What follows belongs to an exercise in optimizing a design on an open flow for small area; a production flow would make more cautious choices. Only simulation tests tie the RTL to the original design; equivalence was not proved. Power figures rest on the tool's default switching activity, not on a simulated workload.

`design/flow/config.mk`:
```
export PLATFORM = sky130hd
export DESIGN_NAME = top
export DESIGN_NICKNAME = top
export VERILOG_FILES = /design/flow/design.v
export SDC_FILE = /design/flow/constraint.sdc
export NUM_CORES = 4
export LEC_CHECK = 0
export CAP_MARGIN = 20
export CORE_MARGIN = 2
export CORE_UTILIZATION = 40
export SLEW_MARGIN = 20
```
`design/flow/run.sh`:
```
#!/bin/bash
# synth_recipe.tcl (not shown) runs the flow's synth.tcl, then flattens the netlist and writes it again
# the make line also repeats each setting of config.mk as NAME=value (left out here)
make -C /OpenROAD-flow-scripts/flow DESIGN_CONFIG=/design/flow/config.mk WORK_HOME=/design/flow/orfs CLKGATE_MAP_FILE= SYNTH_SCRIPT=/design/flow/synth_recipe.tcl finish
```
`design/flow/constraint.sdc`:
```
create_clock -name core_clock -period 10.0 [get_ports {clk}]
set_input_delay 2.0000 -clock core_clock [delete_from_list [all_inputs] [get_ports {clk}]]
set_output_delay 2.0000 -clock core_clock [all_outputs]
set_load 0.01 [all_outputs]
```
`design/flow/design.v`:
```
module flopr_en #(
  parameter WIDTH = 32
) (
  input wire clk, i_sclr, i_en,
  input wire [WIDTH-1:0] i_a,
  output reg [WIDTH-1:0] o_y
);
  always @(posedge clk) begin
    if (i_sclr) begin
      o_y <= {WIDTH{1'b0}};
    end else if (i_en) begin
      o_y <= i_a;
    end
  end
endmodule
module counter_en #(
  parameter WIDTH = 4
) (
  input wire clk, i_sclr, i_en,
  output wire [WIDTH-1:0] o_cnt
);
  wire [WIDTH-1:0] w_cnt_0, w_cnt_1;
  flopr_en #(WIDTH) flopr_en0(
    .clk(clk),
    .i_sclr(i_sclr),
    .i_en(i_en),
    .i_a(w_cnt_0),
    .o_y(w_cnt_1)
  );
  assign w_cnt_0 = w_cnt_1 + 1'b1;
  assign o_cnt = w_cnt_1;
endmodule
module counterN_en #(
  parameter ULIMIT = 9,
  parameter WIDTH = 4
) (
  input wire clk, i_sclr, i_en,
  output wire [WIDTH-1:0] o_cnt
);
  wire [WIDTH-1:0] w_cnt_0, w_cnt_1;
  flopr_en #(WIDTH) flopr_en0(
    .clk(clk),
    .i_sclr(i_sclr),
    .i_en(i_en),
    .i_a(w_cnt_0),
    .o_y(w_cnt_1)
  );
  assign w_cnt_0 = (w_cnt_1 == ULIMIT-1'b1) ? {WIDTH{1'b0}} : w_cnt_1 + 1'b1;
  assign o_cnt = w_cnt_1;
endmodule
module enableN_gen #(
  parameter ULIMIT = 10,
  parameter WIDTH = 4
) (
  input wire clk, i_sclr,
  output wire o_en
);
  wire [WIDTH-1:0] s_cnt;
  counterN_en #(ULIMIT, WIDTH) counterN_en0 (
    .clk(clk), .i_sclr(i_sclr), .i_en(1'b1),
    .o_cnt(s_cnt)
  );
  assign o_en = (s_cnt == ULIMIT-1) ? 1'b1 : 1'b0;
endmodule
module toggle #(
  parameter INIT = 1'b1
)(
  input wire clk, i_sclr, i_en,
  output wire o_sw
);
  reg r_sw;
  always @(posedge clk) begin
    if (i_sclr) begin
      r_sw <= INIT;
    end else if (i_en) begin
      r_sw <= ~r_sw;
    end
  end
  assign o_sw = r_sw;
endmodule
module shift_left_register #(
  parameter BITS = 32
) (
  input wire clk, i_sclr, i_en, i_dat,
  output wire [BITS-1:0] o_data
);
  reg [BITS-1:0] s_bits;
  always @(posedge clk) begin
    if (i_sclr) begin
      s_bits <= {BITS{1'b0}};
    end else if (i_en) begin
      s_bits <= {s_bits[BITS-2:0], i_dat};
    end
  end
  assign o_data = s_bits;
endmodule
module mux2 #(
  parameter WIDTH = 32
) (
  input wire [WIDTH-1:0] i_d0, i_d1,
  input wire i_s,
  output wire [WIDTH-1:0] o_y
);
  assign o_y = i_s ? i_d1 : i_d0;
endmodule
module hex_decoder (
  input wire [3:0] i_num,
  output reg [6:0] o_seg7
);
  always @* begin
    case (i_num)
      4'h0: o_seg7 <= 7'b100_0000;
      4'h1: o_seg7 <= 7'b111_1001;
      4'd2: o_seg7 <= 7'b010_0100;
      4'h3: o_seg7 <= 7'b011_0000;
      4'h4: o_seg7 <= 7'b001_1001;
      4'h5: o_seg7 <= 7'b001_0010;
      4'h6: o_seg7 <= 7'b000_0010;
      4'h7: o_seg7 <= 7'b101_1000;
      4'h8: o_seg7 <= 7'b000_0000;
      4'h9: o_seg7 <= 7'b001_0000;
      4'ha: o_seg7 <= 7'b000_1000;
      4'hb: o_seg7 <= 7'b000_0011;
      4'hc: o_seg7 <= 7'b100_0110;
      4'hd: o_seg7 <= 7'b010_0001;
      4'he: o_seg7 <= 7'b000_0110;
      4'hf: o_seg7 <= 7'b000_1110;
      default: o_seg7 <= 7'bXXX_XXXX;
    endcase
  end
endmodule
module hex_display (
  input wire [23:0] i_num,
  output wire [6:0] o_hex0,
  output wire [6:0] o_hex1,
  output wire [6:0] o_hex2,
  output wire [6:0] o_hex3,
  output wire [6:0] o_hex4,
  output wire [6:0] o_hex5
);
  genvar i;
  wire [41:0] s_hex;
  generate
    for(i = 0; i < 6; i=i+1) begin: gen_decoder
      hex_decoder dec0(
        .i_num(i_num[i*4+3:i*4]),
        .o_seg7(s_hex[i*7+6:i*7])
      );
    end
  endgenerate
  assign o_hex0 = s_hex[6:0];
  assign o_hex1 = s_hex[13:7];
  assign o_hex2 = s_hex[20:14];
  assign o_hex3 = s_hex[27:21];
  assign o_hex4 = s_hex[34:28];
  assign o_hex5 = s_hex[41:35];
endmodule
module px_clk (
  input wire clk, i_sclr,
  output wire o_px_clk,
  output wire o_ven
);
  localparam WIDTH = 800;
  toggle #(1'b0) toggle0 (
    .clk(clk),
    .i_sclr(i_sclr),
    .i_en(1'b1),
    .o_sw(o_px_clk)
  );
  enableN_gen #(WIDTH*2, 11) enableN_gen0(
    .clk(clk), .i_sclr(i_sclr),
    .o_en(o_ven)
  );
endmodule
module hsync (
  input wire clk, i_sclr, i_px_clk,
  output wire o_hsync_enb, o_addr_enb,
  output wire [9:0] o_idx
);
  localparam PULSE_UTIME = 96;
  localparam BACK_PORCH_UTIME = 144;
  localparam VISIBLE_AREA_UTIME = 784;
  localparam COUNTER = 800;
  localparam COUNTER_BIT = 10;
  localparam CLKS = 7'd96;
  wire [COUNTER_BIT-1:0] s_cnt;
  counterN_en #(COUNTER, COUNTER_BIT) hsync_counter0 (
    .clk(clk), .i_sclr(i_sclr), .i_en(i_px_clk), .o_cnt(s_cnt)
  );
  assign o_hsync_enb = (s_cnt < PULSE_UTIME) ? 1'b1 : 1'b0;
  assign o_addr_enb = (s_cnt >= BACK_PORCH_UTIME && s_cnt < VISIBLE_AREA_UTIME) ? 1'b1 : 1'b0;
  assign o_idx = s_cnt - BACK_PORCH_UTIME;
endmodule
module vsync (
  input wire clk, i_sclr, i_ven,
  output wire o_vsync_enb, o_addr_enb,
  output wire o_frame_en,
  output wire [8:0] o_idx
);
  localparam VSYNC_PULSE_UTIME = 2;
  localparam BACK_PORCH_UTIME = 35;
  localparam VISIBLE_AREA_UTIME = 515;
  localparam COUNTER = 525;  
  localparam COUNTER_BIT = 10;
  wire [COUNTER_BIT-1:0] s_cnt;
  wire [9:0] s_idx;
  wire s_frame_en;
  wire [2:0] s_frame_enb;
  counterN_en #(COUNTER, COUNTER_BIT) vsync_counter0 (
    .clk(clk), .i_sclr(i_sclr), .i_en(i_ven), .o_cnt(s_cnt)
  );
  assign o_vsync_enb = (s_cnt < VSYNC_PULSE_UTIME) ? 1'b1 : 1'b0;
  assign o_addr_enb = (s_cnt >= BACK_PORCH_UTIME && s_cnt < VISIBLE_AREA_UTIME) ? 1'b1 : 1'b0;
  assign s_idx = s_cnt - BACK_PORCH_UTIME;
  assign o_idx = s_idx[8:0];
  assign s_frame_en = (s_cnt == 10'd0) ? 1'b1 : 1'b0;
  shift_left_register #(3) shift_left_register0(
    .clk(clk), .i_sclr(i_sclr), .i_en(1'b1), .i_dat(s_frame_en), .o_data(s_frame_enb)
  );
  assign o_frame_en = (s_frame_enb == 3'b011) ? 1'b1 : 1'b0;
endmodule
module gen_640_480 (
  input wire clk, i_sclr, i_px_clk,
  input wire i_haddr_enb, i_vaddr_enb,
  input wire i_frame_en,
  input wire [9:0] i_hidx,  
  input wire [8:0] i_vidx,  
  output wire [3:0] o_vga_red, o_vga_green, o_vga_blue
);
  wire s_area_en;
  localparam RED = 12'hF00;
  localparam BLUE = 12'h00F;
  localparam WIDTH = 10'd640;
  localparam HEIGHT = 9'd480;
  wire [49:0] s_data0;
  reg [49:0] s_data1;
  wire [9:0] s_llimitx0, s_ulimitx0;
  wire [8:0] s_llimity0, s_ulimity0;
  wire [9:0] s_llimitx1, s_ulimitx1;
  wire [8:0] s_llimity1, s_ulimity1;
  wire [11:0] s_color0, s_color1;
  always @(posedge clk) begin
    if (i_sclr) begin
      s_data1 <= {RED, 10'd100, 10'd200, 9'd100, 9'd200};
    end else if (i_frame_en) begin
      s_data1 <= {s_color0, s_llimitx0, s_ulimitx0, s_llimity0, s_ulimity0};
    end
  end
  assign {s_color1, s_llimitx1, s_ulimitx1, s_llimity1, s_ulimity1} = s_data1;
  assign s_color0 = RED+1'd1;  
  assign s_llimitx0 = (s_llimitx1 == WIDTH) ? 10'd0 : s_llimitx1 + 1'd1;
  assign s_ulimitx0 = (s_ulimitx1 == WIDTH) ? 10'd0 : s_ulimitx1 + 1'd1;
  assign s_llimity0 = (s_llimity1 == HEIGHT) ? 9'd0 : s_llimity1 + 1'd1;
  assign s_ulimity0 = (s_ulimity1 == HEIGHT) ? 9'd0 : s_ulimity1 + 1'd1;
  wire [11:0] s_color2;
  assign s_area_en = (i_haddr_enb & (i_hidx >= s_llimitx1 && i_hidx < s_ulimitx1)) & (i_vaddr_enb & (i_vidx >= s_llimity1 && i_vidx < s_ulimity1));
  assign s_color2 = (s_area_en) ? s_color1 : BLUE;
  wire [11:0] s_color;
  mux2 #(12) mux2_0(
    .i_d0(12'h000),
    .i_d1(s_color2),
    .i_s(i_vaddr_enb & i_haddr_enb),
    .o_y(s_color)
  );
  assign o_vga_red = s_color[11:8];
  assign o_vga_green = s_color[7:4];
  assign o_vga_blue = s_color[3:0];
endmodule
module top (
  input wire clk, i_sclr,
  input wire i_frame_step,
  output wire [3:0] o_vga_red, o_vga_green, o_vga_blue,
  output wire o_vga_hsync, o_vga_vsync,
  output wire [6:0] o_hex0, o_hex1, o_hex2, o_hex3, o_hex4, o_hex5
);
  wire s_px_clk, s_ven;
  wire s_frame_en;
  wire s_hsync_enb, s_vsync_enb;
  wire [9:0] s_hidx;  
  wire [8:0] s_vidx;  
  wire s_haddr_enb, s_vaddr_enb;
  wire [3:0] s_red, s_green, s_blue;
  px_clk px_clk0(
    .clk(clk), .i_sclr(i_sclr),
    .o_px_clk(s_px_clk),
    .o_ven(s_ven)
  );
  hsync hsync0 (
    .clk(clk), .i_sclr(i_sclr), .i_px_clk(s_px_clk),
    .o_hsync_enb(o_vga_hsync), .o_addr_enb(s_haddr_enb),
    .o_idx(s_hidx)
  );
  vsync vsync0 (
    .clk(clk), .i_sclr(i_sclr), .i_ven(s_ven),
    .o_vsync_enb(o_vga_vsync), .o_addr_enb(s_vaddr_enb),
    .o_frame_en(s_frame_en),
    .o_idx(s_vidx)
  );
  wire s_frame_adv;
  assign s_frame_adv = s_frame_en | i_frame_step;
  wire [23:0] s_frame_cnt;
  counter_en #(24) counter_en_frame(
    .clk(clk), .i_sclr(i_sclr), .i_en(s_frame_adv),
    .o_cnt(s_frame_cnt)
  );
  hex_display hex_display0 (
    .i_num(s_frame_cnt),
    .o_hex0(o_hex0),
    .o_hex1(o_hex1),
    .o_hex2(o_hex2),
    .o_hex3(o_hex3),
    .o_hex4(o_hex4),
    .o_hex5(o_hex5)
  );
  gen_640_480 gen_640_480_0 (
    .clk(clk), .i_sclr(i_sclr), .i_px_clk(s_px_clk),
    .i_haddr_enb(s_haddr_enb), .i_hidx(s_hidx),
    .i_vaddr_enb(s_vaddr_enb), .i_vidx(s_vidx),
    .i_frame_en(s_frame_adv),
    .o_vga_red(o_vga_red), .o_vga_green(o_vga_green), .o_vga_blue(o_vga_blue)
  );
endmodule
```
==> metrics.yaml <==
status: "timing/DRC/antenna clean"
clk_pin_slew_ps: 60
cp-start-kind: "flip-flop"
routed_wl_um: 16300
synth-main-ff-cell: "dfxtp_1"
cts.repair.resized: 0
grt_pass1_vias: 5841
synth_xor_xnor_area_share_pct: 8.35
fillers: 1998
worst_pin_slew_ps: 1040
relSlewSlack_pct: 29.5
synth_compound_area_share_pct: 11.6
track_usage_pct: 15.3
cts_setup_buffers: 0
insertedDiodeCount: 0
final_cell_mix: "dfxtp_1 (140), ha_1 (89), nor2_1 (85)"
yosys.area_share.simple_pct: 20.5
cap_viol_max_count: 0
antenna_found_initial: 0
path_common_cell: "ha_1"
rows: 52
fin_skew_ps: 10.4
synth_top_family_by_area: "simple AND/OR/NAND/NOR gates"
dieArea_um2: 21600
syn_inst: 939
drive_gt1_share_pct: 7.10
ys_seq_area_share_pct: 34.2
cts_max_level: 4
min_period_over_period_pct: 61.2
regToRegSetupSlack_ps: 6850
root_buffer: "clkbuf_16"
path_max_fanout: 10
area_growth_syn_to_layout_pct: 16.5
initial_utilization_pct: 40.6
power.leakage_nw: 3.79
finalNetCount: 1066
async_flop_share_pct: 0
top_level_ports: 59
dr_total_vias: 6224
cts_buffers: 17
crit_path_top_delay_cell: "clkdlybuf4s50_1"
path_class: "flip-flop to primary output"
cts_hold_buf: 0
ir_drop_v: 0.000119
synth_fa_ha_area_share_pct: 13.6
drc: 0
overflow: 0
synth_edf_count: 0
dpl.hpwl_um: 11500
synth-seq-cells: 140
hold_path_class: "flip-flop to flip-flop"
hold_depth: 1
grt_pass1_wl_um: 27400
ys_top_cells_by_area: "dfxtp_1 (34%), ha_1 (14%), xnor2_1 (6.1%)"
gp_congestion: 0.768
wl_per_cell_um: 13.0
fmax_ghz: 0.164
critical_path_required_ps: 8000
port_buffers: 54
reg2regPathDepth: 6
tritoncts: "yes"
rsz0062_at_grt: "no"
yosys_warnings: 7
crit_arrival_ps: 4120
maxSlewViolCount: 0
cpPeakStageDelay_ps: 580
postSynthAreaPerCell_um2: 8.72
clock-sinks: 140
yosys.area.top_type_share_pct: 34.2
final_common_cell: "dfxtp_1"
path_cells: "ha_1 > or4_1 > a211oi_1 > xnor2_1 > ha_1 > and4_1 > a221oi_1 > o2111ai_1 > nor2_1 > clkdlybuf4s50_1"
yosysTopAreaCell: "dfxtp_1"
clk_latency_ps: 420
setup_violations: 0
pwr_density_cell_nw_per_um2: 143
min_period_ps: 6120
die-height_um: 147
drt-pass1-iter-count: 4
synthDistinctLibCells: 75
final_area_um2: 9530
finalHoldViolCount: 0
postRouteAntennaNets: 0
drt_iter0_drc: 315
viasPerCell: 4.96
rr_endpoint: "o_hex5[3]"
grt_max_degree: 73
endpoint_kind: "primary output"
synth_area_um2: 8190
placed_cell_area_um2: 8860
muxShareOfSynthArea_pct: 5.00
tns_ps: 0
r2r-start: "vsync0.shift_left_register0.s_bits[0]"
die_w_um: 147
clockBufferDepth: 2
core_area_um2: 20200
## where the power goes
group | total (W) | switching [W] | leakage [nW] | internal [W]
Combinational | 0.0000683 | 0.0000406 | 2.34 | 0.0000278
Sequential | 0.000580 | 0.0000102 | 1.13 | 0.000570
Clock | 0.000719 | 0.000251 | 0.316 | 0.000468
## final cells by class
type / count / area (µm²) / share of cell area (%)
multi-input combinational: 673 / 4850 / 50.8
sequential: 140 / 2800 / 29.4
timing repair buffer: 56 / 551 / 5.78
clock buffer: 17 / 425 / 4.46
tap: 270 / 338 / 3.54
inverter: 86 / 328 / 3.44
clock inverter: 14 / 243 / 2.55
## worst max-delay path by stage
stage | end | slack (ps) | start | cells past startpoint
global route | o_vga_red[0] | 3550 | vsync0.vsync_counter0.flopr_en0.o_y[0] | 11
detailed placement | o_vga_red[0] | 4300 | vsync0.vsync_counter0.flopr_en0.o_y[0] | 10
finish | o_vga_red[0] | 3880 | vsync0.vsync_counter0.flopr_en0.o_y[0] | 10
floorplan | o_vga_red[1] | 5090 | vsync0.vsync_counter0.flopr_en0.o_y[0] | 10
CTS | o_vga_red[0] | 3810 | vsync0.vsync_counter0.flopr_en0.o_y[0] | 10
global placement | o_vga_red[0] | 4440 | vsync0.vsync_counter0.flopr_en0.o_y[0] | 10
## critical path, delay by kind of cell, from the launching register on
kind                     cells  cell delay, ps
buffers and inverters        1             580
AND/OR/NAND/NOR              3             950
AO/OA/AOI/OAI                3             920
flip-flops                   1             400
adder cells (fa/ha/maj)      2             610
XOR/XNOR                     1             230
## routing by layer
layer,up-vias,global-route usage (%),part of all wire (%)
li1,3307,-,-
met1,2828,20.7,52
met2,72,24.2,44
met3,17,3.17,2.7
met4,0,5.53,1.6
met5,-,0,0
## synthesized netlist by cell type, drive strengths merged (3+ instances only)
cell / number
mux2i: 33
or3: 10
and2: 6
nand4: 32
nand3b: 5
a21o: 17
nor3: 27
a221oi: 3
o211ai: 9
dfxtp: 140
o31ai: 10
xor2: 21
buf: 23
nor2b: 11
nand2b: 6
ha: 89
or2: 5
a22o: 3
a21oi: 26
o22ai: 9
nor4: 10
nor3b: 5
clkbuf: 20
or4: 7
nand2: 66
and4: 5
xnor2: 57
mux2: 6
and3: 11
a211oi: 6
nor2: 87
o21ai: 31
o2111ai: 4
inv: 85
nand3: 27
## kinds of logic (layout without fill, tap and decap cells)
family	count (synthesis)	after routing
muxes	39	39
AOI/OAI and AO/OA	138	138
and+or+nand+nor	325	325
xor gates and xnor gates	78	78
adders and majority gates	89	89
buffers and inverters	129	173
other	1	4
DFF	140	140
## sequential cells by signal, summed over array words and instances, names as in the netlist
register,count
counter_en_frame.flopr_en0.o_y,24
gen_640_480_0.s_data1,39
hsync0.hsync_counter0.flopr_en0.o_y,10
o_hex0,7
o_hex1,7
o_hex2,7
o_hex3,7
o_hex4,7
o_hex5,7
px_clk0.enableN_gen0.counterN_en0.flopr_en0.o_y,11
px_clk0.toggle0.r_sw,1
vsync0.shift_left_register0.s_bits,3
vsync0.vsync_counter0.flopr_en0.o_y,10
## through the flow
stage,power (W),util [%],worst slack [ps],hold slack (ps),std cells
floorplan,0.000640,-,5090,430,942
global placement,0.000660,44.0,4440,444,1225
detailed placement,0.000661,44.0,4300,458,1225
CTS,0.00139,47.3,3810,469,1256
global route,0.00142,47.3,3550,491,1256
finish,0.00137,47.3,3880,469,1256

-- afterwards: timing with drivers on the ports --
In the flow no input, the clock included, has a driving cell. The finished layout below was timed again as built, in two steps.
Step 1 assumes that a clkbuf_16 drives the clock port and a buf_2 every other input.
Step 2, shift: input delay + t, output delay - t, t = (earliest + latest rising clock arrival at the registers) / 2. This alone moves slack from input paths to output paths.
a / b / c = ideal / step 1 / step 2; a / b = the first two.
t (ns): 0.465
setup slack, ns: 3.885 / 3.838 / 4.303
hold slack, ns: 0.469 / 0.469 / 0.469
latest minus earliest clock arrival (ns): 0.010 / 0.011
worst data-port slew with drivers (ns): 0.05
After both steps this run still meets setup and hold. For this run, drivers alone change the setup slack by -0.047 ns; drivers and shift together by +0.418 ns.
